From an optimization exercise on the open Yosys and OpenROAD flow, aimed at small area, a short achievable clock period and few clock cycles per item; shortcuts taken in it are not production practice.
Function was checked by simulation only, so behaviour that the tests miss may differ from the original.

### design.v
module geofence ( clk,reset,X,Y,valid,is_inside);
  input clk;
  input reset;
  input [9:0] X;
  input [9:0] Y;
  output reg valid;
  output reg is_inside;
  reg  [3:0]  cnt;      
  reg  [9:0]  px, py;   
  reg  signed [10:0] v0x, v0y;    
  reg  signed [10:0] vsx, vsy;    
  reg  signed [10:0] vcx, vcy;    
  reg         gc;                 
  reg  signed [10:0] ax, ay, bx, by;    
  reg         has_l, has_r, hit;
  wire signed [10:0] dx = {1'b0, X} - {1'b0, px};
  wire signed [10:0] dy = {1'b0, Y} - {1'b0, py};
  reg last, c_act, use_b;    
  wire signed [10:0] s_px = last ? bx : vsx;
  wire signed [10:0] s_py = last ? by : vsy;
  wire signed [10:0] s_qx = last ? ax : v0x;
  wire signed [10:0] s_qy = last ? ay : v0y;
  wire s_neg, s_zero;
  xsign u_s (.ax(s_px), .ay(s_py), .bx(s_qx), .by(s_qy), .neg(s_neg), .zero(s_zero));
  wire signed [10:0] c_px = use_b ? bx : ax;
  wire signed [10:0] c_py = use_b ? by : ay;
  wire c_neg, c_zero;
  xsign u_c (.ax(c_px), .ay(c_py), .bx(vcx), .by(vcy), .neg(c_neg), .zero(c_zero));
  wire c_pos = ~c_neg & ~c_zero;
  wire upd_a = c_act & ~gc & (~has_l | c_neg);
  wire upd_b = c_act &  gc & (~has_r | c_pos);
  wire ok_ab = has_l & has_r & ~s_neg;
  wire ok_5  = gc ? (has_l & ~c_pos) : (has_r & ~c_neg);
  wire fin_l = has_l | ~gc;
  wire fin_r = has_r | gc;
  wire res = fin_l & fin_r & (hit | ok_ab | ok_5);
  always @(posedge clk or posedge reset) begin
    if (reset) begin
      cnt <= 4'd0;
    end else begin
      cnt <= (cnt == 4'd9) ? 4'd0 : cnt + 4'd1;
    end
  end
  always @(posedge clk) begin
    valid <= last;
    last <= (cnt == 4'd7);
    c_act <= (cnt >= 4'd3) && (cnt <= 4'd6);
    use_b <= s_neg ^ (cnt == 4'd7);
    is_inside <= res;
    vsx <= dx; vsy <= dy;
    vcx <= vsx; vcy <= vsy;
    gc <= s_neg;
    if (cnt == 4'd0) begin px <= X; py <= Y; end
    if (cnt == 4'd1) begin v0x <= dx; v0y <= dy; end
    if (cnt == 4'd1) hit <= 1'b0;
    else if (cnt >= 4'd2 && cnt <= 4'd6 && dx == 0 && dy == 0) hit <= 1'b1;
    if (cnt == 4'd3) begin has_l <= 1'b0; has_r <= 1'b0; end
    else begin
      if (upd_a) begin ax <= vcx; ay <= vcy; has_l <= 1'b1; end
      if (upd_b) begin bx <= vcx; by <= vcy; has_r <= 1'b1; end
    end
  end
endmodule
module xsign (input [10:0] ax, input [10:0] ay, input [10:0] bx, input [10:0] by, output neg, output zero);
  wire p1 = ax[0] & by[0];
  wire p2 = ax[0] & by[1];
  wire p3 = ax[0] & by[2];
  wire p4 = ax[0] & by[3];
  wire p5 = ax[0] & by[4];
  wire p6 = ax[0] & by[5];
  wire p7 = ax[0] & by[6];
  wire p8 = ax[0] & by[7];
  wire p9 = ax[0] & by[8];
  wire p10 = ax[0] & by[9];
  wire p11 = ~(ax[0] & by[10]);
  wire p12 = ax[1] & by[0];
  wire p13 = ax[1] & by[1];
  wire p14 = ax[1] & by[2];
  wire p15 = ax[1] & by[3];
  wire p16 = ax[1] & by[4];
  wire p17 = ax[1] & by[5];
  wire p18 = ax[1] & by[6];
  wire p19 = ax[1] & by[7];
  wire p20 = ax[1] & by[8];
  wire p21 = ax[1] & by[9];
  wire p22 = ~(ax[1] & by[10]);
  wire p23 = ax[2] & by[0];
  wire p24 = ax[2] & by[1];
  wire p25 = ax[2] & by[2];
  wire p26 = ax[2] & by[3];
  wire p27 = ax[2] & by[4];
  wire p28 = ax[2] & by[5];
  wire p29 = ax[2] & by[6];
  wire p30 = ax[2] & by[7];
  wire p31 = ax[2] & by[8];
  wire p32 = ax[2] & by[9];
  wire p33 = ~(ax[2] & by[10]);
  wire p34 = ax[3] & by[0];
  wire p35 = ax[3] & by[1];
  wire p36 = ax[3] & by[2];
  wire p37 = ax[3] & by[3];
  wire p38 = ax[3] & by[4];
  wire p39 = ax[3] & by[5];
  wire p40 = ax[3] & by[6];
  wire p41 = ax[3] & by[7];
  wire p42 = ax[3] & by[8];
  wire p43 = ax[3] & by[9];
  wire p44 = ~(ax[3] & by[10]);
  wire p45 = ax[4] & by[0];
  wire p46 = ax[4] & by[1];
  wire p47 = ax[4] & by[2];
  wire p48 = ax[4] & by[3];
  wire p49 = ax[4] & by[4];
  wire p50 = ax[4] & by[5];
  wire p51 = ax[4] & by[6];
  wire p52 = ax[4] & by[7];
  wire p53 = ax[4] & by[8];
  wire p54 = ax[4] & by[9];
  wire p55 = ~(ax[4] & by[10]);
  wire p56 = ax[5] & by[0];
  wire p57 = ax[5] & by[1];
  wire p58 = ax[5] & by[2];
  wire p59 = ax[5] & by[3];
  wire p60 = ax[5] & by[4];
  wire p61 = ax[5] & by[5];
  wire p62 = ax[5] & by[6];
  wire p63 = ax[5] & by[7];
  wire p64 = ax[5] & by[8];
  wire p65 = ax[5] & by[9];
  wire p66 = ~(ax[5] & by[10]);
  wire p67 = ax[6] & by[0];
  wire p68 = ax[6] & by[1];
  wire p69 = ax[6] & by[2];
  wire p70 = ax[6] & by[3];
  wire p71 = ax[6] & by[4];
  wire p72 = ax[6] & by[5];
  wire p73 = ax[6] & by[6];
  wire p74 = ax[6] & by[7];
  wire p75 = ax[6] & by[8];
  wire p76 = ax[6] & by[9];
  wire p77 = ~(ax[6] & by[10]);
  wire p78 = ax[7] & by[0];
  wire p79 = ax[7] & by[1];
  wire p80 = ax[7] & by[2];
  wire p81 = ax[7] & by[3];
  wire p82 = ax[7] & by[4];
  wire p83 = ax[7] & by[5];
  wire p84 = ax[7] & by[6];
  wire p85 = ax[7] & by[7];
  wire p86 = ax[7] & by[8];
  wire p87 = ax[7] & by[9];
  wire p88 = ~(ax[7] & by[10]);
  wire p89 = ax[8] & by[0];
  wire p90 = ax[8] & by[1];
  wire p91 = ax[8] & by[2];
  wire p92 = ax[8] & by[3];
  wire p93 = ax[8] & by[4];
  wire p94 = ax[8] & by[5];
  wire p95 = ax[8] & by[6];
  wire p96 = ax[8] & by[7];
  wire p97 = ax[8] & by[8];
  wire p98 = ax[8] & by[9];
  wire p99 = ~(ax[8] & by[10]);
  wire p100 = ax[9] & by[0];
  wire p101 = ax[9] & by[1];
  wire p102 = ax[9] & by[2];
  wire p103 = ax[9] & by[3];
  wire p104 = ax[9] & by[4];
  wire p105 = ax[9] & by[5];
  wire p106 = ax[9] & by[6];
  wire p107 = ax[9] & by[7];
  wire p108 = ax[9] & by[8];
  wire p109 = ax[9] & by[9];
  wire p110 = ~(ax[9] & by[10]);
  wire p111 = ~(ax[10] & by[0]);
  wire p112 = ~(ax[10] & by[1]);
  wire p113 = ~(ax[10] & by[2]);
  wire p114 = ~(ax[10] & by[3]);
  wire p115 = ~(ax[10] & by[4]);
  wire p116 = ~(ax[10] & by[5]);
  wire p117 = ~(ax[10] & by[6]);
  wire p118 = ~(ax[10] & by[7]);
  wire p119 = ~(ax[10] & by[8]);
  wire p120 = ~(ax[10] & by[9]);
  wire p121 = ax[10] & by[10];
  wire [10:0] nbx = ~bx;
  wire p122 = ay[0] & nbx[0];
  wire p123 = ay[0] & nbx[1];
  wire p124 = ay[0] & nbx[2];
  wire p125 = ay[0] & nbx[3];
  wire p126 = ay[0] & nbx[4];
  wire p127 = ay[0] & nbx[5];
  wire p128 = ay[0] & nbx[6];
  wire p129 = ay[0] & nbx[7];
  wire p130 = ay[0] & nbx[8];
  wire p131 = ay[0] & nbx[9];
  wire p132 = ~(ay[0] & nbx[10]);
  wire p133 = ay[1] & nbx[0];
  wire p134 = ay[1] & nbx[1];
  wire p135 = ay[1] & nbx[2];
  wire p136 = ay[1] & nbx[3];
  wire p137 = ay[1] & nbx[4];
  wire p138 = ay[1] & nbx[5];
  wire p139 = ay[1] & nbx[6];
  wire p140 = ay[1] & nbx[7];
  wire p141 = ay[1] & nbx[8];
  wire p142 = ay[1] & nbx[9];
  wire p143 = ~(ay[1] & nbx[10]);
  wire p144 = ay[2] & nbx[0];
  wire p145 = ay[2] & nbx[1];
  wire p146 = ay[2] & nbx[2];
  wire p147 = ay[2] & nbx[3];
  wire p148 = ay[2] & nbx[4];
  wire p149 = ay[2] & nbx[5];
  wire p150 = ay[2] & nbx[6];
  wire p151 = ay[2] & nbx[7];
  wire p152 = ay[2] & nbx[8];
  wire p153 = ay[2] & nbx[9];
  wire p154 = ~(ay[2] & nbx[10]);
  wire p155 = ay[3] & nbx[0];
  wire p156 = ay[3] & nbx[1];
  wire p157 = ay[3] & nbx[2];
  wire p158 = ay[3] & nbx[3];
  wire p159 = ay[3] & nbx[4];
  wire p160 = ay[3] & nbx[5];
  wire p161 = ay[3] & nbx[6];
  wire p162 = ay[3] & nbx[7];
  wire p163 = ay[3] & nbx[8];
  wire p164 = ay[3] & nbx[9];
  wire p165 = ~(ay[3] & nbx[10]);
  wire p166 = ay[4] & nbx[0];
  wire p167 = ay[4] & nbx[1];
  wire p168 = ay[4] & nbx[2];
  wire p169 = ay[4] & nbx[3];
  wire p170 = ay[4] & nbx[4];
  wire p171 = ay[4] & nbx[5];
  wire p172 = ay[4] & nbx[6];
  wire p173 = ay[4] & nbx[7];
  wire p174 = ay[4] & nbx[8];
  wire p175 = ay[4] & nbx[9];
  wire p176 = ~(ay[4] & nbx[10]);
  wire p177 = ay[5] & nbx[0];
  wire p178 = ay[5] & nbx[1];
  wire p179 = ay[5] & nbx[2];
  wire p180 = ay[5] & nbx[3];
  wire p181 = ay[5] & nbx[4];
  wire p182 = ay[5] & nbx[5];
  wire p183 = ay[5] & nbx[6];
  wire p184 = ay[5] & nbx[7];
  wire p185 = ay[5] & nbx[8];
  wire p186 = ay[5] & nbx[9];
  wire p187 = ~(ay[5] & nbx[10]);
  wire p188 = ay[6] & nbx[0];
  wire p189 = ay[6] & nbx[1];
  wire p190 = ay[6] & nbx[2];
  wire p191 = ay[6] & nbx[3];
  wire p192 = ay[6] & nbx[4];
  wire p193 = ay[6] & nbx[5];
  wire p194 = ay[6] & nbx[6];
  wire p195 = ay[6] & nbx[7];
  wire p196 = ay[6] & nbx[8];
  wire p197 = ay[6] & nbx[9];
  wire p198 = ~(ay[6] & nbx[10]);
  wire p199 = ay[7] & nbx[0];
  wire p200 = ay[7] & nbx[1];
  wire p201 = ay[7] & nbx[2];
  wire p202 = ay[7] & nbx[3];
  wire p203 = ay[7] & nbx[4];
  wire p204 = ay[7] & nbx[5];
  wire p205 = ay[7] & nbx[6];
  wire p206 = ay[7] & nbx[7];
  wire p207 = ay[7] & nbx[8];
  wire p208 = ay[7] & nbx[9];
  wire p209 = ~(ay[7] & nbx[10]);
  wire p210 = ay[8] & nbx[0];
  wire p211 = ay[8] & nbx[1];
  wire p212 = ay[8] & nbx[2];
  wire p213 = ay[8] & nbx[3];
  wire p214 = ay[8] & nbx[4];
  wire p215 = ay[8] & nbx[5];
  wire p216 = ay[8] & nbx[6];
  wire p217 = ay[8] & nbx[7];
  wire p218 = ay[8] & nbx[8];
  wire p219 = ay[8] & nbx[9];
  wire p220 = ~(ay[8] & nbx[10]);
  wire p221 = ay[9] & nbx[0];
  wire p222 = ay[9] & nbx[1];
  wire p223 = ay[9] & nbx[2];
  wire p224 = ay[9] & nbx[3];
  wire p225 = ay[9] & nbx[4];
  wire p226 = ay[9] & nbx[5];
  wire p227 = ay[9] & nbx[6];
  wire p228 = ay[9] & nbx[7];
  wire p229 = ay[9] & nbx[8];
  wire p230 = ay[9] & nbx[9];
  wire p231 = ~(ay[9] & nbx[10]);
  wire p232 = ~(ay[10] & nbx[0]);
  wire p233 = ~(ay[10] & nbx[1]);
  wire p234 = ~(ay[10] & nbx[2]);
  wire p235 = ~(ay[10] & nbx[3]);
  wire p236 = ~(ay[10] & nbx[4]);
  wire p237 = ~(ay[10] & nbx[5]);
  wire p238 = ~(ay[10] & nbx[6]);
  wire p239 = ~(ay[10] & nbx[7]);
  wire p240 = ~(ay[10] & nbx[8]);
  wire p241 = ~(ay[10] & nbx[9]);
  wire p242 = ay[10] & nbx[10];
  wire p243 = ~ay[10];
  wire s244 = p10 ^ p20 ^ p30;
  wire c245 = (p10 & p20) | (p10 & p30) | (p20 & p30);
  wire s246 = p11 ^ p21 ^ p31;
  wire c247 = (p11 & p21) | (p11 & p31) | (p21 & p31);
  wire s248 = p41 ^ p51 ^ p61;
  wire c249 = (p41 & p51) | (p41 & p61) | (p51 & p61);
  wire s250 = p71 ^ p81 ^ p91;
  wire c251 = (p71 & p81) | (p71 & p91) | (p81 & p91);
  wire s252 = p22 ^ p32 ^ p42;
  wire c253 = (p22 & p32) | (p22 & p42) | (p32 & p42);
  wire s254 = p52 ^ p62 ^ p72;
  wire c255 = (p52 & p62) | (p52 & p72) | (p62 & p72);
  wire s256 = p82 ^ p92;
  wire c257 = p82 & p92;
  wire s258 = p33 ^ p43 ^ p53;
  wire c259 = (p33 & p43) | (p33 & p53) | (p43 & p53);
  wire s260 = p7 ^ p17 ^ p27;
  wire c261 = (p7 & p17) | (p7 & p27) | (p17 & p27);
  wire s262 = p8 ^ p18 ^ p28;
  wire c263 = (p8 & p18) | (p8 & p28) | (p18 & p28);
  wire s264 = p38 ^ p48 ^ p58;
  wire c265 = (p38 & p48) | (p38 & p58) | (p48 & p58);
  wire s266 = p68 ^ p78;
  wire c267 = p68 & p78;
  wire s268 = p9 ^ p19 ^ p29;
  wire c269 = (p9 & p19) | (p9 & p29) | (p19 & p29);
  wire s270 = p39 ^ p49 ^ p59;
  wire c271 = (p39 & p49) | (p39 & p59) | (p49 & p59);
  wire s272 = p69 ^ p79 ^ p89;
  wire c273 = (p69 & p79) | (p69 & p89) | (p79 & p89);
  wire s274 = p130 ^ p140 ^ p150;
  wire c275 = (p130 & p140) | (p130 & p150) | (p140 & p150);
  wire s276 = p160 ^ p170;
  wire c277 = p160 & p170;
  wire s278 = p40 ^ p50 ^ p60;
  wire c279 = (p40 & p50) | (p40 & p60) | (p50 & p60);
  wire s280 = p70 ^ p80 ^ p90;
  wire c281 = (p70 & p80) | (p70 & p90) | (p80 & p90);
  wire s282 = p100 ^ p131 ^ p141;
  wire c283 = (p100 & p131) | (p100 & p141) | (p131 & p141);
  wire s284 = p151 ^ p161 ^ p171;
  wire c285 = (p151 & p161) | (p151 & p171) | (p161 & p171);
  wire s286 = p181 ^ p191 ^ p201;
  wire c287 = (p181 & p191) | (p181 & p201) | (p191 & p201);
  wire s288 = p211 ^ p221;
  wire c289 = p211 & p221;
  wire s290 = p101 ^ p111 ^ p132;
  wire c291 = (p101 & p111) | (p101 & p132) | (p111 & p132);
  wire s292 = p142 ^ p152 ^ p162;
  wire c293 = (p142 & p152) | (p142 & p162) | (p152 & p162);
  wire s294 = p172 ^ p182 ^ p192;
  wire c295 = (p172 & p182) | (p172 & p192) | (p182 & p192);
  wire s296 = p202 ^ p212 ^ p222;
  wire c297 = (p202 & p212) | (p202 & p222) | (p212 & p222);
  wire s298 = p232 ^ p243 ^ 1'b1;
  wire c299 = (p232 & p243) | (p232 & 1'b1) | (p243 & 1'b1);
  wire s300 = c245 ^ s246 ^ s248;
  wire c301 = (c245 & s246) | (c245 & s248) | (s246 & s248);
  wire s302 = p102 ^ p112 ^ p143;
  wire c303 = (p102 & p112) | (p102 & p143) | (p112 & p143);
  wire s304 = p153 ^ p163 ^ p173;
  wire c305 = (p153 & p163) | (p153 & p173) | (p163 & p173);
  wire s306 = p183 ^ p193 ^ p203;
  wire c307 = (p183 & p193) | (p183 & p203) | (p193 & p203);
  wire s308 = p213 ^ p223 ^ p233;
  wire c309 = (p213 & p223) | (p213 & p233) | (p223 & p233);
  wire s310 = 1'b1 ^ c247 ^ c249;
  wire c311 = (1'b1 & c247) | (1'b1 & c249) | (c247 & c249);
  wire s312 = c251 ^ s252 ^ s254;
  wire c313 = (c251 & s252) | (c251 & s254) | (s252 & s254);
  wire s314 = p63 ^ p73 ^ p83;
  wire c315 = (p63 & p73) | (p63 & p83) | (p73 & p83);
  wire s316 = p93 ^ p103 ^ p113;
  wire c317 = (p93 & p103) | (p93 & p113) | (p103 & p113);
  wire s318 = p154 ^ p164 ^ p174;
  wire c319 = (p154 & p164) | (p154 & p174) | (p164 & p174);
  wire s320 = p184 ^ p194 ^ p204;
  wire c321 = (p184 & p194) | (p184 & p204) | (p194 & p204);
  wire s322 = p214 ^ p224 ^ p234;
  wire c323 = (p214 & p224) | (p214 & p234) | (p224 & p234);
  wire s324 = c253 ^ c255 ^ c257;
  wire c325 = (c253 & c255) | (c253 & c257) | (c255 & c257);
  wire s326 = p44 ^ p54 ^ p64;
  wire c327 = (p44 & p54) | (p44 & p64) | (p54 & p64);
  wire s328 = p74 ^ p84 ^ p94;
  wire c329 = (p74 & p84) | (p74 & p94) | (p84 & p94);
  wire s330 = p104 ^ p114 ^ p165;
  wire c331 = (p104 & p114) | (p104 & p165) | (p114 & p165);
  wire s332 = p175 ^ p185 ^ p195;
  wire c333 = (p175 & p185) | (p175 & p195) | (p185 & p195);
  wire s334 = p205 ^ p215 ^ p225;
  wire c335 = (p205 & p215) | (p205 & p225) | (p215 & p225);
  wire s336 = p55 ^ p65 ^ p75;
  wire c337 = (p55 & p65) | (p55 & p75) | (p65 & p75);
  wire s338 = p85 ^ p95 ^ p105;
  wire c339 = (p85 & p95) | (p85 & p105) | (p95 & p105);
  wire s340 = p115 ^ p176 ^ p186;
  wire c341 = (p115 & p176) | (p115 & p186) | (p176 & p186);
  wire s342 = p66 ^ p76 ^ p86;
  wire c343 = (p66 & p76) | (p66 & p86) | (p76 & p86);
  wire s344 = p5 ^ p15 ^ p25;
  wire c345 = (p5 & p15) | (p5 & p25) | (p15 & p25);
  wire s346 = p6 ^ p16 ^ p26;
  wire c347 = (p6 & p16) | (p6 & p26) | (p16 & p26);
  wire s348 = p36 ^ p46 ^ p56;
  wire c349 = (p36 & p46) | (p36 & p56) | (p46 & p56);
  wire s350 = p127 ^ p137;
  wire c351 = p127 & p137;
  wire s352 = p37 ^ p47 ^ p57;
  wire c353 = (p37 & p47) | (p37 & p57) | (p47 & p57);
  wire s354 = p67 ^ p128 ^ p138;
  wire c355 = (p67 & p128) | (p67 & p138) | (p128 & p138);
  wire s356 = p148 ^ p158 ^ p168;
  wire c357 = (p148 & p158) | (p148 & p168) | (p158 & p168);
  wire s358 = p178 ^ p188;
  wire c359 = p178 & p188;
  wire s360 = p129 ^ p139 ^ p149;
  wire c361 = (p129 & p139) | (p129 & p149) | (p139 & p149);
  wire s362 = p159 ^ p169 ^ p179;
  wire c363 = (p159 & p169) | (p159 & p179) | (p169 & p179);
  wire s364 = p189 ^ p199 ^ ay[7];
  wire c365 = (p189 & p199) | (p189 & ay[7]) | (p199 & ay[7]);
  wire s366 = c261 ^ s262 ^ s264;
  wire c367 = (c261 & s262) | (c261 & s264) | (s262 & s264);
  wire s368 = p180 ^ p190 ^ p200;
  wire c369 = (p180 & p190) | (p180 & p200) | (p190 & p200);
  wire s370 = p210 ^ ay[8] ^ c263;
  wire c371 = (p210 & ay[8]) | (p210 & c263) | (ay[8] & c263);
  wire s372 = c265 ^ c267 ^ s268;
  wire c373 = (c265 & c267) | (c265 & s268) | (c267 & s268);
  wire s374 = s270 ^ s272 ^ s274;
  wire c375 = (s270 & s272) | (s270 & s274) | (s272 & s274);
  wire s376 = ay[9] ^ c269 ^ c271;
  wire c377 = (ay[9] & c269) | (ay[9] & c271) | (c269 & c271);
  wire s378 = c273 ^ c275 ^ c277;
  wire c379 = (c273 & c275) | (c273 & c277) | (c275 & c277);
  wire s380 = s278 ^ s280 ^ s282;
  wire c381 = (s278 & s280) | (s278 & s282) | (s280 & s282);
  wire s382 = s284 ^ s286 ^ s288;
  wire c383 = (s284 & s286) | (s284 & s288) | (s286 & s288);
  wire s384 = c279 ^ c281 ^ c283;
  wire c385 = (c279 & c281) | (c279 & c283) | (c281 & c283);
  wire s386 = c285 ^ c287 ^ c289;
  wire c387 = (c285 & c287) | (c285 & c289) | (c287 & c289);
  wire s388 = s290 ^ s292 ^ s294;
  wire c389 = (s290 & s292) | (s290 & s294) | (s292 & s294);
  wire s390 = s296 ^ s298 ^ s250;
  wire c391 = (s296 & s298) | (s296 & s250) | (s298 & s250);
  wire s392 = c291 ^ c293 ^ c295;
  wire c393 = (c291 & c293) | (c291 & c295) | (c293 & c295);
  wire s394 = c297 ^ c299 ^ s302;
  wire c395 = (c297 & c299) | (c297 & s302) | (c299 & s302);
  wire s396 = s304 ^ s306 ^ s308;
  wire c397 = (s304 & s306) | (s304 & s308) | (s306 & s308);
  wire s398 = s256 ^ c301 ^ s310;
  wire c399 = (s256 & c301) | (s256 & s310) | (c301 & s310);
  wire s400 = c303 ^ c305 ^ c307;
  wire c401 = (c303 & c305) | (c303 & c307) | (c305 & c307);
  wire s402 = c309 ^ s314 ^ s316;
  wire c403 = (c309 & s314) | (c309 & s316) | (s314 & s316);
  wire s404 = s318 ^ s320 ^ s322;
  wire c405 = (s318 & s320) | (s318 & s322) | (s320 & s322);
  wire s406 = s258 ^ c311 ^ c313;
  wire c407 = (s258 & c311) | (s258 & c313) | (c311 & c313);
  wire s408 = p235 ^ c315 ^ c317;
  wire c409 = (p235 & c315) | (p235 & c317) | (c315 & c317);
  wire s410 = c319 ^ c321 ^ c323;
  wire c411 = (c319 & c321) | (c319 & c323) | (c321 & c323);
  wire s412 = s326 ^ s328 ^ s330;
  wire c413 = (s326 & s328) | (s326 & s330) | (s328 & s330);
  wire s414 = s332 ^ s334 ^ c259;
  wire c415 = (s332 & s334) | (s332 & c259) | (s334 & c259);
  wire s416 = p196 ^ p206 ^ p216;
  wire c417 = (p196 & p206) | (p196 & p216) | (p206 & p216);
  wire s418 = p226 ^ p236 ^ c327;
  wire c419 = (p226 & p236) | (p226 & c327) | (p236 & c327);
  wire s420 = c329 ^ c331 ^ c333;
  wire c421 = (c329 & c331) | (c329 & c333) | (c331 & c333);
  wire s422 = c335 ^ s336 ^ s338;
  wire c423 = (c335 & s336) | (c335 & s338) | (s336 & s338);
  wire s424 = p96 ^ p106 ^ p116;
  wire c425 = (p96 & p106) | (p96 & p116) | (p106 & p116);
  wire s426 = p187 ^ p197 ^ p207;
  wire c427 = (p187 & p197) | (p187 & p207) | (p197 & p207);
  wire s428 = p217 ^ p227 ^ p237;
  wire c429 = (p217 & p227) | (p217 & p237) | (p227 & p237);
  wire s430 = c337 ^ c339 ^ c341;
  wire c431 = (c337 & c339) | (c337 & c341) | (c339 & c341);
  wire s432 = p77 ^ p87 ^ p97;
  wire c433 = (p77 & p87) | (p77 & p97) | (p87 & p97);
  wire s434 = p107 ^ p117 ^ p198;
  wire c435 = (p107 & p117) | (p107 & p198) | (p117 & p198);
  wire s436 = p208 ^ p218 ^ p228;
  wire c437 = (p208 & p218) | (p208 & p228) | (p218 & p228);
  wire s438 = p88 ^ p98 ^ p108;
  wire c439 = (p88 & p98) | (p88 & p108) | (p98 & p108);
  wire s440 = p3 ^ p13;
  wire c441 = p3 & p13;
  wire s442 = p4 ^ p14 ^ p24;
  wire c443 = (p4 & p14) | (p4 & p24) | (p14 & p24);
  wire s444 = p34 ^ p125 ^ p135;
  wire c445 = (p34 & p125) | (p34 & p135) | (p125 & p135);
  wire s446 = p35 ^ p45 ^ p126;
  wire c447 = (p35 & p45) | (p35 & p126) | (p45 & p126);
  wire s448 = p136 ^ p146 ^ p156;
  wire c449 = (p136 & p146) | (p136 & p156) | (p146 & p156);
  wire s450 = p166 ^ ay[4];
  wire c451 = p166 & ay[4];
  wire s452 = p147 ^ p157 ^ p167;
  wire c453 = (p147 & p157) | (p147 & p167) | (p157 & p167);
  wire s454 = p177 ^ ay[5] ^ c345;
  wire c455 = (p177 & ay[5]) | (p177 & c345) | (ay[5] & c345);
  wire s456 = s346 ^ s348 ^ s350;
  wire c457 = (s346 & s348) | (s346 & s350) | (s348 & s350);
  wire s458 = ay[6] ^ c347 ^ c349;
  wire c459 = (ay[6] & c347) | (ay[6] & c349) | (c347 & c349);
  wire s460 = c351 ^ s352 ^ s354;
  wire c461 = (c351 & s352) | (c351 & s354) | (s352 & s354);
  wire s462 = s356 ^ s358 ^ s260;
  wire c463 = (s356 & s358) | (s356 & s260) | (s358 & s260);
  wire s464 = c353 ^ c355 ^ c357;
  wire c465 = (c353 & c355) | (c353 & c357) | (c355 & c357);
  wire s466 = c359 ^ s360 ^ s362;
  wire c467 = (c359 & s360) | (c359 & s362) | (s360 & s362);
  wire s468 = s364 ^ s266 ^ s366;
  wire c469 = (s364 & s266) | (s364 & s366) | (s266 & s366);
  wire s470 = c361 ^ c363 ^ c365;
  wire c471 = (c361 & c363) | (c361 & c365) | (c363 & c365);
  wire s472 = s368 ^ s276 ^ c367;
  wire c473 = (s368 & s276) | (s368 & c367) | (s276 & c367);
  wire s474 = s370 ^ s372 ^ s374;
  wire c475 = (s370 & s372) | (s370 & s374) | (s372 & s374);
  wire s476 = c369 ^ s244 ^ c371;
  wire c477 = (c369 & s244) | (c369 & c371) | (s244 & c371);
  wire s478 = c373 ^ c375 ^ s376;
  wire c479 = (c373 & c375) | (c373 & s376) | (c375 & s376);
  wire s480 = s378 ^ s380 ^ s382;
  wire c481 = (s378 & s380) | (s378 & s382) | (s380 & s382);
  wire s482 = c377 ^ c379 ^ c381;
  wire c483 = (c377 & c379) | (c377 & c381) | (c379 & c381);
  wire s484 = c383 ^ s384 ^ s386;
  wire c485 = (c383 & s384) | (c383 & s386) | (s384 & s386);
  wire s486 = s388 ^ s390 ^ s300;
  wire c487 = (s388 & s390) | (s388 & s300) | (s390 & s300);
  wire s488 = c385 ^ c387 ^ c389;
  wire c489 = (c385 & c387) | (c385 & c389) | (c387 & c389);
  wire s490 = c391 ^ s392 ^ s394;
  wire c491 = (c391 & s392) | (c391 & s394) | (s392 & s394);
  wire s492 = s396 ^ s312 ^ s398;
  wire c493 = (s396 & s312) | (s396 & s398) | (s312 & s398);
  wire s494 = c393 ^ c395 ^ c397;
  wire c495 = (c393 & c395) | (c393 & c397) | (c395 & c397);
  wire s496 = s400 ^ s402 ^ s404;
  wire c497 = (s400 & s402) | (s400 & s404) | (s402 & s404);
  wire s498 = s324 ^ c399 ^ s406;
  wire c499 = (s324 & c399) | (s324 & s406) | (c399 & s406);
  wire s500 = c401 ^ c403 ^ c405;
  wire c501 = (c401 & c403) | (c401 & c405) | (c403 & c405);
  wire s502 = s408 ^ s410 ^ s412;
  wire c503 = (s408 & s410) | (s408 & s412) | (s410 & s412);
  wire s504 = s414 ^ c325 ^ c407;
  wire c505 = (s414 & c325) | (s414 & c407) | (c325 & c407);
  wire s506 = s416 ^ s340 ^ c409;
  wire c507 = (s416 & s340) | (s416 & c409) | (s340 & c409);
  wire s508 = c411 ^ c413 ^ c415;
  wire c509 = (c411 & c413) | (c411 & c415) | (c413 & c415);
  wire s510 = s418 ^ s420 ^ s422;
  wire c511 = (s418 & s420) | (s418 & s422) | (s420 & s422);
  wire s512 = c417 ^ s424 ^ s426;
  wire c513 = (c417 & s424) | (c417 & s426) | (s424 & s426);
  wire s514 = s428 ^ s342 ^ c419;
  wire c515 = (s428 & s342) | (s428 & c419) | (s342 & c419);
  wire s516 = c421 ^ c423 ^ s430;
  wire c517 = (c421 & c423) | (c421 & s430) | (c423 & s430);
  wire s518 = p238 ^ c425 ^ c427;
  wire c519 = (p238 & c425) | (p238 & c427) | (c425 & c427);
  wire s520 = c429 ^ s432 ^ s434;
  wire c521 = (c429 & s432) | (c429 & s434) | (s432 & s434);
  wire s522 = s436 ^ c343 ^ c431;
  wire c523 = (s436 & c343) | (s436 & c431) | (c343 & c431);
  wire s524 = p118 ^ p209 ^ p219;
  wire c525 = (p118 & p209) | (p118 & p219) | (p209 & p219);
  wire s526 = p229 ^ p239 ^ c433;
  wire c527 = (p229 & p239) | (p229 & c433) | (p239 & c433);
  wire s528 = c435 ^ c437 ^ s438;
  wire c529 = (c435 & c437) | (c435 & s438) | (c437 & s438);
  wire s530 = p99 ^ p109 ^ p119;
  wire c531 = (p99 & p109) | (p99 & p119) | (p109 & p119);
  wire s532 = p220 ^ p230 ^ p240;
  wire c533 = (p220 & p230) | (p220 & p240) | (p230 & p240);
  wire s534 = p2 ^ p12;
  wire c535 = p2 & p12;
  wire s536 = p23 ^ p124 ^ p134;
  wire c537 = (p23 & p124) | (p23 & p134) | (p124 & p134);
  wire s538 = p144 ^ ay[2];
  wire c539 = p144 & ay[2];
  wire s540 = p145 ^ p155 ^ ay[3];
  wire c541 = (p145 & p155) | (p145 & ay[3]) | (p155 & ay[3]);
  wire s542 = c441 ^ s442 ^ s444;
  wire c543 = (c441 & s442) | (c441 & s444) | (s442 & s444);
  wire s544 = c443 ^ c445 ^ s446;
  wire c545 = (c443 & c445) | (c443 & s446) | (c445 & s446);
  wire s546 = s448 ^ s450 ^ s344;
  wire c547 = (s448 & s450) | (s448 & s344) | (s450 & s344);
  wire s548 = c447 ^ c449 ^ c451;
  wire c549 = (c447 & c449) | (c447 & c451) | (c449 & c451);
  wire s550 = s452 ^ s454 ^ s456;
  wire c551 = (s452 & s454) | (s452 & s456) | (s454 & s456);
  wire s552 = c453 ^ c455 ^ c457;
  wire c553 = (c453 & c455) | (c453 & c457) | (c455 & c457);
  wire s554 = s458 ^ s460 ^ s462;
  wire c555 = (s458 & s460) | (s458 & s462) | (s460 & s462);
  wire s556 = c459 ^ c461 ^ c463;
  wire c557 = (c459 & c461) | (c459 & c463) | (c461 & c463);
  wire s558 = s464 ^ s466 ^ s468;
  wire c559 = (s464 & s466) | (s464 & s468) | (s466 & s468);
  wire s560 = c465 ^ c467 ^ s470;
  wire c561 = (c465 & c467) | (c465 & s470) | (c467 & s470);
  wire s562 = c469 ^ s472 ^ s474;
  wire c563 = (c469 & s472) | (c469 & s474) | (s472 & s474);
  wire s564 = c471 ^ c473 ^ c475;
  wire c565 = (c471 & c473) | (c471 & c475) | (c473 & c475);
  wire s566 = s476 ^ s478 ^ s480;
  wire c567 = (s476 & s478) | (s476 & s480) | (s478 & s480);
  wire s568 = c477 ^ c479 ^ c481;
  wire c569 = (c477 & c479) | (c477 & c481) | (c479 & c481);
  wire s570 = s482 ^ s484 ^ s486;
  wire c571 = (s482 & s484) | (s482 & s486) | (s484 & s486);
  wire s572 = c483 ^ c485 ^ c487;
  wire c573 = (c483 & c485) | (c483 & c487) | (c485 & c487);
  wire s574 = s488 ^ s490 ^ s492;
  wire c575 = (s488 & s490) | (s488 & s492) | (s490 & s492);
  wire s576 = c489 ^ c491 ^ s494;
  wire c577 = (c489 & c491) | (c489 & s494) | (c491 & s494);
  wire s578 = s496 ^ c493 ^ s498;
  wire c579 = (s496 & c493) | (s496 & s498) | (c493 & s498);
  wire s580 = c495 ^ c497 ^ s500;
  wire c581 = (c495 & c497) | (c495 & s500) | (c497 & s500);
  wire s582 = s502 ^ c499 ^ s504;
  wire c583 = (s502 & c499) | (s502 & s504) | (c499 & s504);
  wire s584 = c501 ^ c503 ^ s506;
  wire c585 = (c501 & c503) | (c501 & s506) | (c503 & s506);
  wire s586 = s508 ^ s510 ^ c505;
  wire c587 = (s508 & s510) | (s508 & c505) | (s510 & c505);
  wire s588 = s512 ^ c507 ^ c509;
  wire c589 = (s512 & c507) | (s512 & c509) | (c507 & c509);
  wire s590 = c511 ^ s514 ^ s516;
  wire c591 = (c511 & s514) | (c511 & s516) | (s514 & s516);
  wire s592 = c513 ^ s518 ^ s520;
  wire c593 = (c513 & s518) | (c513 & s520) | (s518 & s520);
  wire s594 = c515 ^ c517 ^ s522;
  wire c595 = (c515 & c517) | (c515 & s522) | (c517 & s522);
  wire s596 = s524 ^ c519 ^ c521;
  wire c597 = (s524 & c519) | (s524 & c521) | (c519 & c521);
  wire s598 = s526 ^ s528 ^ c523;
  wire c599 = (s526 & s528) | (s526 & c523) | (s528 & c523);
  wire s600 = c525 ^ s530 ^ s532;
  wire c601 = (c525 & s530) | (c525 & s532) | (s530 & s532);
  wire s602 = c439 ^ c527 ^ c529;
  wire c603 = (c439 & c527) | (c439 & c529) | (c527 & c529);
  wire s604 = p110 ^ p120 ^ p231;
  wire c605 = (p110 & p120) | (p110 & p231) | (p120 & p231);
  wire s606 = p241 ^ c531 ^ c533;
  wire c607 = (p241 & c531) | (p241 & c533) | (c531 & c533);
  wire s608 = p123 ^ p133;
  wire c609 = p123 & p133;
  wire s610 = c535 ^ s536 ^ s538;
  wire c611 = (c535 & s536) | (c535 & s538) | (s536 & s538);
  wire s612 = c537 ^ c539 ^ s540;
  wire c613 = (c537 & c539) | (c537 & s540) | (c539 & s540);
  wire s614 = c541 ^ c543 ^ s544;
  wire c615 = (c541 & c543) | (c541 & s544) | (c543 & s544);
  wire s616 = c545 ^ c547 ^ s548;
  wire c617 = (c545 & c547) | (c545 & s548) | (c547 & s548);
  wire s618 = c549 ^ c551 ^ s552;
  wire c619 = (c549 & c551) | (c549 & s552) | (c551 & s552);
  wire s620 = c553 ^ c555 ^ s556;
  wire c621 = (c553 & c555) | (c553 & s556) | (c555 & s556);
  wire s622 = c557 ^ s560 ^ c559;
  wire c623 = (c557 & s560) | (c557 & c559) | (s560 & c559);
  wire s624 = c561 ^ c563 ^ s564;
  wire c625 = (c561 & c563) | (c561 & s564) | (c563 & s564);
  wire s626 = c565 ^ c567 ^ s568;
  wire c627 = (c565 & c567) | (c565 & s568) | (c567 & s568);
  wire s628 = c569 ^ c571 ^ s572;
  wire c629 = (c569 & c571) | (c569 & s572) | (c571 & s572);
  wire s630 = c573 ^ s576 ^ c575;
  wire c631 = (c573 & s576) | (c573 & c575) | (s576 & c575);
  wire s632 = c577 ^ s580 ^ c579;
  wire c633 = (c577 & s580) | (c577 & c579) | (s580 & c579);
  wire s634 = c581 ^ s584 ^ c583;
  wire c635 = (c581 & s584) | (c581 & c583) | (s584 & c583);
  wire s636 = c585 ^ s588 ^ s590;
  wire c637 = (c585 & s588) | (c585 & s590) | (s588 & s590);
  wire s638 = s592 ^ c589 ^ c591;
  wire c639 = (s592 & c589) | (s592 & c591) | (c589 & c591);
  wire s640 = c593 ^ s596 ^ c595;
  wire c641 = (c593 & s596) | (c593 & c595) | (s596 & c595);
  wire s642 = s600 ^ c597 ^ s602;
  wire c643 = (s600 & c597) | (s600 & s602) | (c597 & s602);
  wire s644 = s604 ^ c601 ^ s606;
  wire c645 = (s604 & c601) | (s604 & s606) | (c601 & s606);
  wire s646 = p121 ^ p242 ^ c605;
  wire c647 = (p121 & p242) | (p121 & c605) | (p242 & c605);
  wire s648 = p1 ^ p122;
  wire c649 = p1 & p122;
  wire s650 = ay[1] ^ s608 ^ s534;
  wire c651 = (ay[1] & s608) | (ay[1] & s534) | (s608 & s534);
  wire s652 = c609 ^ s440 ^ s610;
  wire c653 = (c609 & s440) | (c609 & s610) | (s440 & s610);
  wire s654 = c611 ^ s612 ^ s542;
  wire c655 = (c611 & s612) | (c611 & s542) | (s612 & s542);
  wire s656 = c613 ^ s546 ^ s614;
  wire c657 = (c613 & s546) | (c613 & s614) | (s546 & s614);
  wire s658 = c615 ^ s616 ^ s550;
  wire c659 = (c615 & s616) | (c615 & s550) | (s616 & s550);
  wire s660 = c617 ^ s554 ^ s618;
  wire c661 = (c617 & s554) | (c617 & s618) | (s554 & s618);
  wire s662 = c619 ^ s620 ^ s558;
  wire c663 = (c619 & s620) | (c619 & s558) | (s620 & s558);
  wire s664 = c621 ^ s562 ^ s622;
  wire c665 = (c621 & s562) | (c621 & s622) | (s562 & s622);
  wire s666 = s566 ^ c623 ^ s624;
  wire c667 = (s566 & c623) | (s566 & s624) | (c623 & s624);
  wire s668 = s570 ^ c625 ^ s626;
  wire c669 = (s570 & c625) | (s570 & s626) | (c625 & s626);
  wire s670 = c627 ^ s628 ^ s574;
  wire c671 = (c627 & s628) | (c627 & s574) | (s628 & s574);
  wire s672 = c629 ^ s578 ^ s630;
  wire c673 = (c629 & s578) | (c629 & s630) | (s578 & s630);
  wire s674 = s582 ^ c631 ^ s632;
  wire c675 = (s582 & c631) | (s582 & s632) | (c631 & s632);
  wire s676 = s586 ^ c633 ^ s634;
  wire c677 = (s586 & c633) | (s586 & s634) | (c633 & s634);
  wire s678 = s636 ^ c587 ^ c635;
  wire c679 = (s636 & c587) | (s636 & c635) | (c587 & c635);
  wire s680 = s594 ^ c637 ^ s638;
  wire c681 = (s594 & c637) | (s594 & s638) | (c637 & s638);
  wire s682 = s598 ^ c639 ^ s640;
  wire c683 = (s598 & c639) | (s598 & s640) | (c639 & s640);
  wire s684 = s642 ^ c599 ^ c641;
  wire c685 = (s642 & c599) | (s642 & c641) | (c599 & c641);
  wire s686 = s644 ^ c603 ^ c643;
  wire c687 = (s644 & c603) | (s644 & c643) | (c603 & c643);
  wire s688 = s646 ^ c607 ^ c645;
  wire c689 = (s646 & c607) | (s646 & c645) | (c607 & c645);
  wire [21:0] r0 = {c689, c687, c685, c683, c681, c679, c677, c675, c673, c671, c669, c667, c665, c663, c661, c659, c657, c655, c653, c651, c649, s648};
  wire [21:0] r1 = {c647, s688, s686, s684, s682, s680, s678, s676, s674, s672, s670, s668, s666, s664, s662, s660, s658, s656, s654, s652, s650, ay[0]};
  wire [21:0] sum = r0 + r1;
  assign neg = sum[21];
  wire [21:0] zc = {r0[20:0] | r1[20:0], 1'b0};
  assign zero = &(~(r0 ^ r1 ^ zc));
endmodule
### run.sh
#!/bin/bash
# synth_recipe.tcl (not shown) runs the flow's synth.tcl, then flattens the netlist and writes it again
# the make line also repeats each setting of config.mk as NAME=value (left out here)
make -C /OpenROAD-flow-scripts/flow DESIGN_CONFIG=/design/flow/config.mk WORK_HOME=/design/flow/orfs CLKGATE_MAP_FILE= SYNTH_SCRIPT=/design/flow/synth_recipe.tcl finish
### config.mk
export PLATFORM = sky130hd
export DESIGN_NAME = geofence
export DESIGN_NICKNAME = geofence
export VERILOG_FILES = /design/flow/design.v
export SDC_FILE = /design/flow/constraint.sdc
export NUM_CORES = 4
export LEC_CHECK = 0
export CAP_MARGIN = 20
export CORE_MARGIN = 2
export CORE_UTILIZATION = 40
export SLEW_MARGIN = 20
### constraint.sdc
create_clock -name core_clock -period 12.0 [get_ports {clk}]
set_input_delay 2.4000 -clock core_clock [delete_from_list [all_inputs] [get_ports {clk}]]
set_output_delay 2.4000 -clock core_clock [all_outputs]
set_load 0.01 [all_outputs]
==> run summary <==
-- Yosys cell counts (4+ instances only) --
library cell | number | area, sq um
nor2b_1 | 8 | 50.05
nor2_1 | 213 | 799.5
mux2_2 | 51 | 574.3
and2_1 | 67 | 419.2
o211ai_1 | 5 | 37.54
nand4_1 | 4 | 25.02
o21ai_0 | 16 | 80.08
nor4_1 | 5 | 31.28
mux2i_1 | 56 | 560.5
nand2_1 | 185 | 694.4
o2111ai_1 | 4 | 35.03
edfxtp_1 | 86 | 2582
nand3_1 | 8 | 40.04
clkbuf_1 | 51 | 191.4
nand2b_1 | 12 | 75.07
dfxtp_1 | 53 | 1061
nand3b_1 | 4 | 30.03
fa_1 | 412 | 8248
a21o_1 | 7 | 52.55
xnor2_1 | 35 | 306.5
buf_2 | 8 | 40.04
o21a_1 | 5 | 37.54
nor3_1 | 10 | 50.05
a211oi_1 | 5 | 37.54
ha_1 | 108 | 1351
or2_2 | 52 | 325.3
a21oi_1 | 28 | 140.1
xor2_1 | 12 | 105.1
dfrtp_1 | 4 | 100.1
inv_1 | 475 | 1783
-- metal layers --
metal | vias to the layer above | wire, um
met5 | - | 0
met4 | 0 | 1499
met3 | 77 | 2741
met2 | 397 | 26730
met1 | 6985 | 22850
li1 | 6084 | -
-- worst max-delay path: cells and delay by family, from the launching register on --
family	cells	cell delay, ns
flip-flops	1	0.37
adder cells (fa/ha/maj)	7	3.30
AO/OA/AOI/OAI	4	1.15
buffers and inverters	6	0.91
multiplexers	2	1.34
AND/OR/NAND/NOR	3	0.44
-- registers in the layout (all words and copies together), names as in the netlist, 10 cells and up --
signal,cells
vsx,11
vcy,11
ay,11
py,10
vcx,11
v0y,11
v0x,11
px,10
by,11
ax,11
vsy,11
bx,11
-- cell type report --
| class | count | area share, % |
|---|---|---|
| clock buffers | 19 | 2.021 |
| clock inverters | 13 | 0.9022 |
| inverters | 475 | 8.137 |
| multi-input cells | 1349 | 66.09 |
| flip-flops and latches | 143 | 17.10 |
| well taps | 672 | 3.837 |
| repair buffers | 48 | 1.907 |
-- cell families (layout without fill, tap and decap cells) --
logic type               count (synthesis)  after routing  share of synthesized area [%]
AO/OA/AOI/OAI                           92             92                          2.961
XOR/XNOR                                48             48                          2.118
adder cells (fa/ha/maj)                520            520                          47.52
buffers and inverters                  537            555                          10.05
flip-flops                             143            143                          18.53
multiplexers                           107            107                          5.617
AND/OR/NAND/NOR                        582            582                          13.21
-- cells in the final DEF, fill, tap and decap left out, types with 9 or more instances in the layout --
master and instances:
clkbuf_16 17, nor3_1 9, mux2i_1 48, buf_4 25, o21ai_0 16, xnor2_1 35, clkdlybuf4s50_1 23, edfxtp_1 86
inv_1 475, a21oi_1 28, dfxtp_1 52, fa_1 412, xor2_1 12, and2_1 67, ha_1 108, nand2b_1 12
nor2_1 213, nand2_1 185, or2_2 52, mux2_2 51
-- worst min path at each step --
stage | endpoint | cells past startpoint
after CTS | vcy[1] | 0
after global routing | vcy[1] | 0
after global placement | vcy[9] | 0
final | vcy[1] | 0
after detailed placement | vcy[9] | 0
after floorplan | vcy[6] | 0
-- metrics by stage --
stage	instances	worst slack, ns	hold slack, ns	utilization [%]	cell area (sq um)
2_1_floorplan	2029	4.102	0.3272	-	20200
3_3_place_gp	2685	3.874	0.3397	42.48	21230
3_5_place_dp	2687	4.232	0.3385	42.57	21270
4_1_cts	2719	4.181	0.3512	43.85	21910
5_1_grt	2719	3.846	0.3581	43.85	21910
6_report	2719	4.121	0.3517	43.85	21910
==> results_dict.tcl <==
set metrics [dict create \
    hpwl_um 44680 \
    grt_pass1_vias 15140 \
    critPathLaunchType "register" \
    via_count 13540 \
    arrival_ns 7.96 \
    synth_area_per_cell_sq_um 9.957 \
    use_met1_pct 28.74 \
    die_x_um 228.7 \
    top_usage_layer "met2" \
    dieArea_sq_um 52320 \
    slew_viol_final 0 \
    viasPerCell 4.981 \
    root_buffer "clkbuf_16" \
    worst_pin_slew_ns 1.073 \
    grt_use_total_pct 21.66 \
    initial_core_util_pct 40.43 \
    cts.htree.levels 4 \
    drive_gt1_share_pct 8.598 \
    finalNetCount 2576 \
    detail_route.wl_per_cell_um 19.79 \
    crit_required_ns 12.08 \
    synthesis.nets 2571 \
    grt_overflow_total 0 \
    syn_area_sq_um 20200 \
    cts_setup_buffers 0 \
    fin_setup_tns_ns 0 \
    path_class "reg -> reg" \
    startpoint "use_b" \
    crit_path_end_kind "register" \
    first_iter_violations 934 \
    holdBufCountCts 0 \
    fmax_mhz 126.9 \
    async_flop_share_pct 2.797 \
    port_buffers 23 \
    synth_cells 2029 \
    fillCellCount 4825 \
    crit_top_cell "fa_1" \
    skew_ns 0.01547 \
    ant_nets 0 \
    status "finished clean" \
    use_met2_pct 37.48 \
    hold_viol 0 \
    die_y_um 228.7 \
    critical_path.cell_chain "buf_4 -> mux2i_2 -> nor2_1 -> fa_1 -> inv_1 -> fa_1 -> inv_1 -> fa_1 -> inv_1 -> fa_1 -> fa_1 -> inv_1 -> fa_1 -> ha_1 -> a21oi_1 -> o21ai_0 -> a211oi_1 -> o31ai_1 -> mux2i_1 -> nor2_1 -> nor3_2 -> buf_4" \
    clk_path_buf_depth 2 \
    synth_cell_types 58 \
    clock_latency_ns 0.43 \
    cp_max_fo 22 \
    top_level_ports 24 \
    layout_min_cycle_time_ns 7.879 \
    num_antenna_cells 0 \
    globalRouteMet3Util_pct 2.358 \
    route.detailed.drc 0 \
    hp-start "vsy[1]" \
    setup_viol 0 \
    synth-edff-count 86 \
    seq_area_frac_synth_pct 18.53 \
    antenna_found_initial 0 \
    cts_buffers 17 \
    endpoint "by[4]" \
    grt_pass1_wl_um 85950 \
    seq_area_sq_um 3747 \
    grt_max_degree 60 \
    synth_warnings 1 \
    cts.clk_slew.worst_paths_ns 0.06 \
    r2r-end "by[4]" \
    wl_um 53820 \
    synthToLayoutAreaGrowth_pct 8.467 \
    core_area_sq_um 49970 \
    first_pass_iters 6 \
    timing.rr.start "use_b" \
    multiInputGateArea_sq_um 14480 \
    synthFlopType "edfxtp_1" \
    post_cts_resized 0 \
    maxSlewHeadroom_pct 26.43 \
    rrSetupSlack_ns 4.12 \
    finalCritPeriodShare_pct 65.65 \
    std_cell_rows 82 \
    critPathSlowestCell "mux2i_2" \
    cts_tree "built" \
    gp_routability_congestion 0.9591 \
    hold_class "reg -> reg" \
    r2r_cells 22 \
    grt_setup_unrepaired "false" \
    synth-seq-cells 143 \
    cap_viol_max_count 0 \
    cp_slowest_stage_delay_ns 0.91 \
    clkSinkCount 143 \
]
Testbench counts, summed over its fixed seeds: cycles 9,592, items 960.

[separate check: timing with driven ports]
In the flow no input, the clock included, has a driving cell. The finished layout below was timed again as built, in two steps.
Step 1 (the two cells are an assumption about what drives the block):
set clk [get_ports {clk}]
set_driving_cell -lib_cell sky130_fd_sc_hd__clkbuf_16 $clk
set_driving_cell -lib_cell sky130_fd_sc_hd__buf_2 [delete_from_list [all_inputs] $clk]
Step 2 adds t to the input delays and takes it off the output delays; t is the mean of the earliest and latest rising clock arrival at the registers after step 1. Input paths then give back, and output paths get back, about the clock's delay inside the block.
Three values: no drivers, after step 1, after step 2; two values: the first two.
shift t [ns]: 0.463
setup slack, ns: 4.121 / 4.121 / 4.121
worst setup path at the end: register to register
After both steps setup and hold are still met in this run. For this run, drivers alone change the setup slack by 0.000 ns; drivers and shift together by 0.000 ns.
